Background: an optimization exercise with open tools, aiming at small area and a short achievable clock period. Do not read the settings as production practice.
No functional check of the RTL was part of this run.
Power and IR drop assume default switching activity.

## flow/run.sh

```bash
#!/bin/bash
# synth_recipe.tcl (not shown) runs the flow's synth.tcl, then flattens the netlist and writes it again
# the make line also repeats each setting of config.mk as NAME=value (left out here)
make -C /OpenROAD-flow-scripts/flow DESIGN_CONFIG=/design/flow/config.mk WORK_HOME=/design/flow/orfs CLKGATE_MAP_FILE= SYNTH_SCRIPT=/design/flow/synth_recipe.tcl finish
```

## flow/config.mk

```make
export PLATFORM = sky130hd
export DESIGN_NAME = LabFPGA2
export DESIGN_NICKNAME = LabFPGA2
export VERILOG_FILES = /design/flow/design.v
export SDC_FILE = /design/flow/constraint.sdc
export NUM_CORES = 4
export LEC_CHECK = 0
export CAP_MARGIN = 20
export CORE_MARGIN = 2
export CORE_UTILIZATION = 40
export SLEW_MARGIN = 20
```

## flow/constraint.sdc

```tcl
create_clock -name core_clock -period 12.0 [get_ports {clk_i}]
set_input_delay 2.4000 -clock core_clock [delete_from_list [all_inputs] [get_ports {clk_i}]]
set_output_delay 2.4000 -clock core_clock [all_outputs]
set_load 0.01 [all_outputs]
```

## flow/design.v

```verilog
`timescale 1ns / 1ps
module LabFPGA2 #(
	parameter int WIDTH = 24,
	parameter int DIVIDER = 40
)(
	input		logic					clk_i,
										rst_i,
										en_reg_i,
										sw_reg_b_i,
										slct_op_i,
										slct_byte_i,
										slct_sb_i,
	input		logic	[3:0]			cntrl_alu_i,
	input		logic	[3:0]			op_i,		
	output	logic	[3:0]			flag_o,
	output	logic	[41:0]		display_o,
	output	logic	[1:0]			counter_slct_op_o,
										counter_slct_byte_o,
	output 	logic					sb_op_o
);
	logic	[WIDTH-1:0]	reg_a, reg_b, result;
	logic [23:0] display;
	logic [1:0] counter_slct_byte, counter_slct_op;
	logic en_reg, slct_sb, sb_op, slct_byte, slct_op;
	logic en_slct_sb, en_slct_byte;
	assign counter_slct_op_o = counter_slct_op;
	assign counter_slct_byte_o = counter_slct_byte;
	assign sb_op_o = sb_op;
	always_ff @(posedge clk_i) begin
		if(!rst_i) begin counter_slct_byte <= 0; en_slct_sb <= 0; end
		else begin
			if(en_slct_byte) counter_slct_byte <= 0;
			else begin
				if(slct_byte) begin
					en_slct_sb <= 1;
					if(counter_slct_byte == 2) counter_slct_byte <= 0;
					else counter_slct_byte <= counter_slct_byte + 1;
				end else en_slct_sb <= 0;
			end	
		end
	end
	always_ff @(posedge clk_i) begin
		if(!rst_i) begin counter_slct_op <= 0;	en_slct_byte <= 0; end
		else begin
			if(slct_op) begin
				en_slct_byte <=1;
				if(counter_slct_op == 2) counter_slct_op <= 0;
				else counter_slct_op <= counter_slct_op + 1;
			end else en_slct_byte <= 0;
		end
	end
	always_ff @(posedge clk_i) begin
		if(!rst_i) sb_op <= 0;
		else begin
			if(en_slct_sb) sb_op <= 0;
			else if(slct_sb) sb_op <= ~sb_op;
		end
	end
	always_comb begin
		case(counter_slct_op) 
			2'b00: display = reg_a;
			2'b01: display = reg_b;
			2'b10: display = result;
			default: display = 0;
		endcase
	end
	always_ff @(posedge clk_i) begin
		if(!rst_i) begin
			reg_a <= 0;
			reg_b <= 0;
		end else begin
			if(en_reg && counter_slct_op[0] == 1'b0) begin
				case(counter_slct_byte)
					2'b00: reg_a <= sb_op ? {reg_a[23:8], op_i, reg_a[3:0]} : {reg_a[23:4], op_i};
					2'b01: reg_a <= sb_op ? {reg_a[23:16], op_i, reg_a[11:0]} : {reg_a[23:12], op_i, reg_a[7:0]};
					2'b10: reg_a <= sb_op ? {op_i, reg_a[19:0]} : {reg_a[23:20], op_i, reg_a[15:0]};
					default: reg_a <= 0;
				endcase
			end	
			if(en_reg && counter_slct_op[0] == 1'b1) begin
				if(!sw_reg_b_i) begin 
					case(counter_slct_byte)
						2'b00: reg_b <= sb_op ? {reg_b[23:8], op_i, reg_b[3:0]} : {reg_b[23:4], op_i};
						2'b01: reg_b <= sb_op ? {reg_b[23:16], op_i, reg_b[11:0]} : {reg_b[23:12], op_i, reg_b[7:0]};
						2'b10: reg_b <= sb_op ? {op_i, reg_b[19:0]} : {reg_b[23:20], op_i, reg_b[15:0]};
						default: reg_b <= 0;
					endcase
				end else reg_b <= result;
			end
		end
	end
	ALU_DUT #(
		.WIDTH(WIDTH)
	) ALU (
		.cntrl_alu_i(cntrl_alu_i),
		.reg_a_i(reg_a),
		.reg_b_i(reg_b),
		.flag_o(flag_o),
		.result_o(result)	
	);
	seg7_control seg7_crtl (
      .display_i(display),
      .display_o(display_o)
   );
	genvar i;
	generate
	  for (i = 0; i < 4; i++) begin : gen_debounce
		 logic btn_in, btn_out;
		 always_comb begin
			case (i)
			  0: begin btn_in = en_reg_i;      en_reg      = btn_out; end
			  1: begin btn_in = slct_op_i;     slct_op     = btn_out; end
			  2: begin btn_in = slct_byte_i;   slct_byte   = btn_out; end
			  3: begin btn_in = slct_sb_i;     slct_sb     = btn_out; end
			  default: begin btn_in = 1'b0;          end
			endcase
		 end
		 debounce #(.DIVIDER(DIVIDER)) debouncer (
			.clk_i(clk_i),
			.rst_i(rst_i),
			.btn_i(btn_in),
			.btn_o(btn_out)
		 );
	  end
	endgenerate
endmodule
module ALU_DUT #(
	parameter int WIDTH = 8
)(
	input		logic	[3:0]			cntrl_alu_i,
	input		logic	[WIDTH-1:0]	reg_a_i,
										reg_b_i,
	output	logic	[3:0]			flag_o,
	output	logic	[WIDTH-1:0]	result_o								
);
	logic	[WIDTH:0] result;
	always_comb begin
		case(cntrl_alu_i)
			0:	result = reg_a_i + reg_b_i;				 
			1: result = reg_a_i - reg_b_i;             
			2: result = reg_a_i + 1;            		 
			3: result = reg_a_i - 1;						 
         4: result = reg_a_i & reg_b_i;             
         5: result = reg_a_i || reg_b_i;            
			6: result = ~(~reg_a_i);						 
			7: result = ~(reg_b_i);							 
			8:	result = ~(reg_a_i & reg_b_i);			 
			9:	result = reg_a_i ^ reg_b_i;				 
			10: result = reg_a_i ~^ ~reg_b_i;			 
         11: result = reg_a_i << reg_b_i;     		 
         12: result = reg_a_i >> reg_b_i;     		 
         13: begin                              	 
					if(reg_a_i < reg_b_i) result = 1;
               else result = 0;
            end
         14: begin                                
               if(reg_b_i <= reg_a_i ) result = 1;
               else result = 0;
               end
         default : result = 'b0;
		endcase
	end
	always_comb begin
		flag_o[0] = (result == 0);
		flag_o[1] = result[WIDTH-1];   
		flag_o[2] = result[WIDTH];
		flag_o[3] = result[WIDTH];
	end
	always_comb begin
		result_o = result[WIDTH-1:0];
	end
endmodule
module seg7_control(
    input  logic [23:0] display_i,       
    output logic [41:0] display_o        
);
    logic [6:0] segments [5:0];   
    genvar i;
    generate
        for (i = 0; i < 6; i++) begin : display_gen
            seg7_digit decoder (
                .digit_i    (display_i[i*4 +: 4]),
                .segments_o (segments[i])
            );
        end
    endgenerate
    always_comb begin
        display_o = {
            segments[5],
            segments[4],
            segments[3],
            segments[2],
            segments[1],
            segments[0]
        };
    end
endmodule
module seg7_digit(
    input  logic [3:0] digit_i,
    output logic [6:0] segments_o
);
    always_comb begin
        case (digit_i)
			4'h0: segments_o = 7'b100_0000;     
			4'h1: segments_o = 7'b111_1001;     
			4'h2: segments_o = 7'b010_0100;     
			4'h3: segments_o = 7'b011_0000;     
			4'h4: segments_o = 7'b001_1001;     
			4'h5: segments_o = 7'b001_0010;     
			4'h6: segments_o = 7'b000_0010;     
			4'h7: segments_o = 7'b111_1000;     
			4'h8: segments_o = 7'b000_0000;     
			4'h9: segments_o = 7'b001_1000;     
			4'ha: segments_o = 7'b000_1000;     
			4'hb: segments_o = 7'b000_0011;     
			4'hc: segments_o = 7'b100_0110;     
			4'hd: segments_o = 7'b010_0001;     
			4'he: segments_o = 7'b000_0110;     
			4'hf: segments_o = 7'b000_1110;     
			default: segments_o = 7'b100_0000;     
        endcase
    end
endmodule
module debounce #(
	 parameter int DIVIDER = 40
	 )(
    input   logic   clk_i,
                    rst_i,
                    btn_i,
    output  logic   btn_o
 ); 
    logic   [32 : 0]    counter;
    logic               start, send;
    always_ff @(posedge clk_i) begin
        if(!rst_i) begin
            counter	<= 0;
            start		<= 0;
				send		<= 0;
        end else begin
            if(!btn_i && !start) begin
					start	<= 1;
					send	<= 1;	
				end        
            if(start) begin 
                if(counter  == (DIVIDER - 1)) begin
                    counter <= 0;
                    start   <= 0;           
                end else counter <= counter + 1;
					 send	<= 0;	
            end
        end
	 end
    assign btn_o = send;
endmodule
```

==> impl_metrics.ini <==
[clocking]
cts_root_buf = clkbuf_16
ctsHoldBuffers = 0
cts_buffers = 17
tritoncts = built
clock-sinks = 195
cts_setup_buffers = 0
htreeDepth = 4
postCtsResizedCells = 0
clock_latency_ns = 0.51
clk_path_buf_depth = 2
clk_pin_slew_ns = 0.08

[setup_path]
slowest_stage = a211oi_1
worst_ep_arrival_time_ns = 8.72
critPathMaxFanout = 24
slowest_delay_ns = 0.85
crit_path_cell_trace = clkdlybuf4s50_1 -> buf_4 -> nor2_1 -> nand3_1 -> o21ai_0 -> ha_1 -> nor2b_1 -> o31a_1 -> nor2_1 -> xor2_1 -> o21ai_0 -> a211oi_1 -> o22ai_1 -> inv_1 -> ha_1 -> inv_1 -> o21ai_0 -> nor2_1 -> a211oi_1 -> clkdlybuf4s50_1
worst-endpoint-required_ns = 9.60
crit_path_start_kind = input port
criticalPathCategory = in2out
critPathCaptureType = output pin
rrSetupSlack_ns = 6.75

[sta]
drv_slew = 0
period_minus_slack_ns = 11.12
clock.fmax_mhz = 89.9
hold_viol_final = 0
rsz0062_at_grt = false
fin_skew_ns = 0.0125
fin_crit_sh = 0.927
setup_viol = 0
tns_ns = 0
worstMarginPinSlew_ns = 1.23
relSlewSlack = 0.172

[layout]
multiInputGateArea_mm2 = 0.0137
layout-drive-gt1-share = 0.0777
nets = 2569
finish.utilization = 0.441
stdcell_count = 3066
final_cell_mix = nor2_1, nand2_1, dfxtp_1
seq_area_mm2 = 0.00391
nFillCells = 4823
mostFrequentLayoutCell = nor2_1
area_growth_pct = 9.60

[pwr]
sequentialPowerShare = 0.365
power_frac_comb = 0.292
p_sw_mw = 0.699
p_per_area_mw_per_mm2 = 90.4
p_int_mw = 1.15
p_leak_nw = 7.62
irDropWorstVdd_mv = 0.0867
switching_share = 0.379
clkPwrFrac = 0.343

[detailed_routing]
wl_mm = 72.7
first_pass_iters = 5
drt_iter0_drc = 2078
num_vias = 19840
vias_per_cell = 6.47
avgRoutedWirePerCell_um = 23.7
drc = 0
final_antenna_net_count = 0

[run_status]
status = complete, no violations

[logic_synthesis]
synth_fp_nets = 2597
syn_area_mm2 = 0.0186
synth-async-reset-ratio = 0
synth-seq-cells = 195
synthCells = 2473
synth_edf_count = 0
yosysSeqAreaShare = 0.210
synth_ff_type = dfxtp_1
ys_warn_count = 6
synth_area_per_cell_um2 = 7.53
ys_types = 92

[placement]
gp_congestion = 1.04
hpwlAfterDp_mm = 53.0
dp_cells = 3033
port_buffers = 65

[grt]
grt_overflow = 0
grt_max_degree = 55
grt_pass1_wl_mm = 111
grt_antenna_before_repair = 3
track_usage = 0.301
grt_pass1_vias = 18484

[floorplanning]
die_w_um = 220
core-area_mm2 = 0.0463
rows = 79
die_area_mm2 = 0.0483
die_h_um = 220
initial_core_util = 0.403
ioPinCount = 66

[job]
drv_cap = 0

[min_path]
hold_class = reg2reg
-- cell usage after synthesis (13+ instances only) --
library cell | count | area, um2
ha_1 | 107 | 1340
inv_1 | 74 | 278
nand3_1 | 117 | 586
o221ai_1 | 16 | 140
or3_1 | 19 | 119
nand2b_1 | 39 | 244
nand4_1 | 42 | 263
xnor2_1 | 58 | 508
buf_2 | 22 | 110
o211ai_1 | 28 | 210
nand2_1 | 230 | 863
a21o_1 | 22 | 165
o21a_1 | 14 | 105
clkbuf_1 | 116 | 435
o21ai_0 | 168 | 841
buf_1 | 13 | 48.8
xor2_1 | 67 | 587
mux2i_1 | 86 | 861
a211oi_1 | 36 | 270
a31oi_1 | 15 | 93.8
and3_1 | 49 | 307
a22o_1 | 18 | 158
dfxtp_1 | 195 | 3900
nor2b_1 | 22 | 138
nor4_1 | 44 | 275
mux2_2 | 20 | 225
and2_1 | 19 | 119
o31ai_1 | 26 | 195
mux4_2 | 40 | 901
nor2_1 | 288 | 1080
nor3_1 | 53 | 265
a21oi_1 | 143 | 716
o22ai_1 | 32 | 200
-- logic make-up after synthesis --
logic type | count (synthesis) | share of synthesized area
adders and majority gates | 109 | 0.0740
buffers and inverters | 244 | 0.0549
xor gates and xnor gates | 125 | 0.0588
DFF | 195 | 0.210
AOI/OAI and AO/OA | 664 | 0.236
and+or+nand+nor | 989 | 0.259
muxes | 147 | 0.107
-- layer usage --
layer,GRT usage,up-vias,wire (um)
met5,0,-,32
met4,0.144,4,3340
met3,0.0709,199,7610
met2,0.442,1042,30700
met1,0.412,9526,31100
li1,-,9069,-
-- critical path: cells and delay by family --
family | cells | cell delay, ns
AOI/OAI and AO/OA | 7 | 2.49
xor gates and xnor gates | 1 | 0.24
adders and majority gates | 2 | 0.55
buffers and inverters | 5 | 1.48
and+or+nand+nor | 5 | 1.53
-- registers in the layout (all words and copies together) (netlist names), 2 cells and up --
| register | cells |
|---|---|
| gen_debounce.debouncer.send | 4 |
| reg_a | 24 |
| gen_debounce.debouncer.counter | 132 |
| gen_debounce.debouncer.start | 4 |
| reg_b | 24 |
| counter_slct_op | 2 |
| counter_slct_byte | 2 |
-- power by group through the flow --
stage,Sequential (mW),Clock (mW),Combinational [mW]
after detailed placement,0.689,0,0.521
final,0.674,0.633,0.540
after global placement,0.688,0,0.520
after floorplan,0.679,0,0.358
after global routing,0.676,0.670,0.578
after CTS,0.674,0.648,0.524
-- area by class of cell --
type / instances / share of cell area
clock buffer: 17 / 0.0208
antenna: 1 / 0.000123
timing repair buffer: 119 / 0.0517
tap: 607 / 0.0372
sequential: 195 / 0.192
inverter: 78 / 0.0143
multi-input combinational: 2034 / 0.673
clock inverter: 15 / 0.0112
-- path summary, 6_finish.rpt --
check,endpoint,depth (start not counted),startpoint
max,display_o[10],20,cntrl_alu_i[2]
max reg2reg,reg_b[23],19,reg_b[1]
min,sb_op,1,en_slct_sb
min reg2reg,sb_op,1,en_slct_sb
-- through the flow --
step / setup WS, ns / power, mW / area (um2) / hold slack (ns)
final: 0.881 / 1.85 / 20400 / 0.437
after global routing: 0.614 / 1.92 / 20400 / 0.454
after CTS: 1.11 / 1.85 / 20400 / 0.431
after detailed placement: 1.16 / 1.21 / 19800 / 0.417
after global placement: 1.33 / 1.21 / 19800 / 0.410
after floorplan: 2.66 / 1.04 / 18600 / 0.398

-- what the ideal ports hide --
The results above use ideal ports. As a check the final layout listed here was re-extracted and re-timed, cells and wires unchanged.
Step 1 assumes that a clkbuf_16 drives the clock port and a buf_2 every other input.
Step 2, shift: input delay + t, output delay - t, t = (earliest + latest rising clock arrival at the registers) / 2. This alone moves slack from input paths to output paths.
Three values: ideal, step 1, step 2; two values: the first two.
shift t [ns]: 0.557
setup slack, ns: 0.881 / 0.860 / 0.860
cell pins on the clock port's net: 1
After both steps this run still meets setup and hold. For this run, drivers alone change the setup slack by -0.021 ns; drivers and shift together by -0.021 ns.
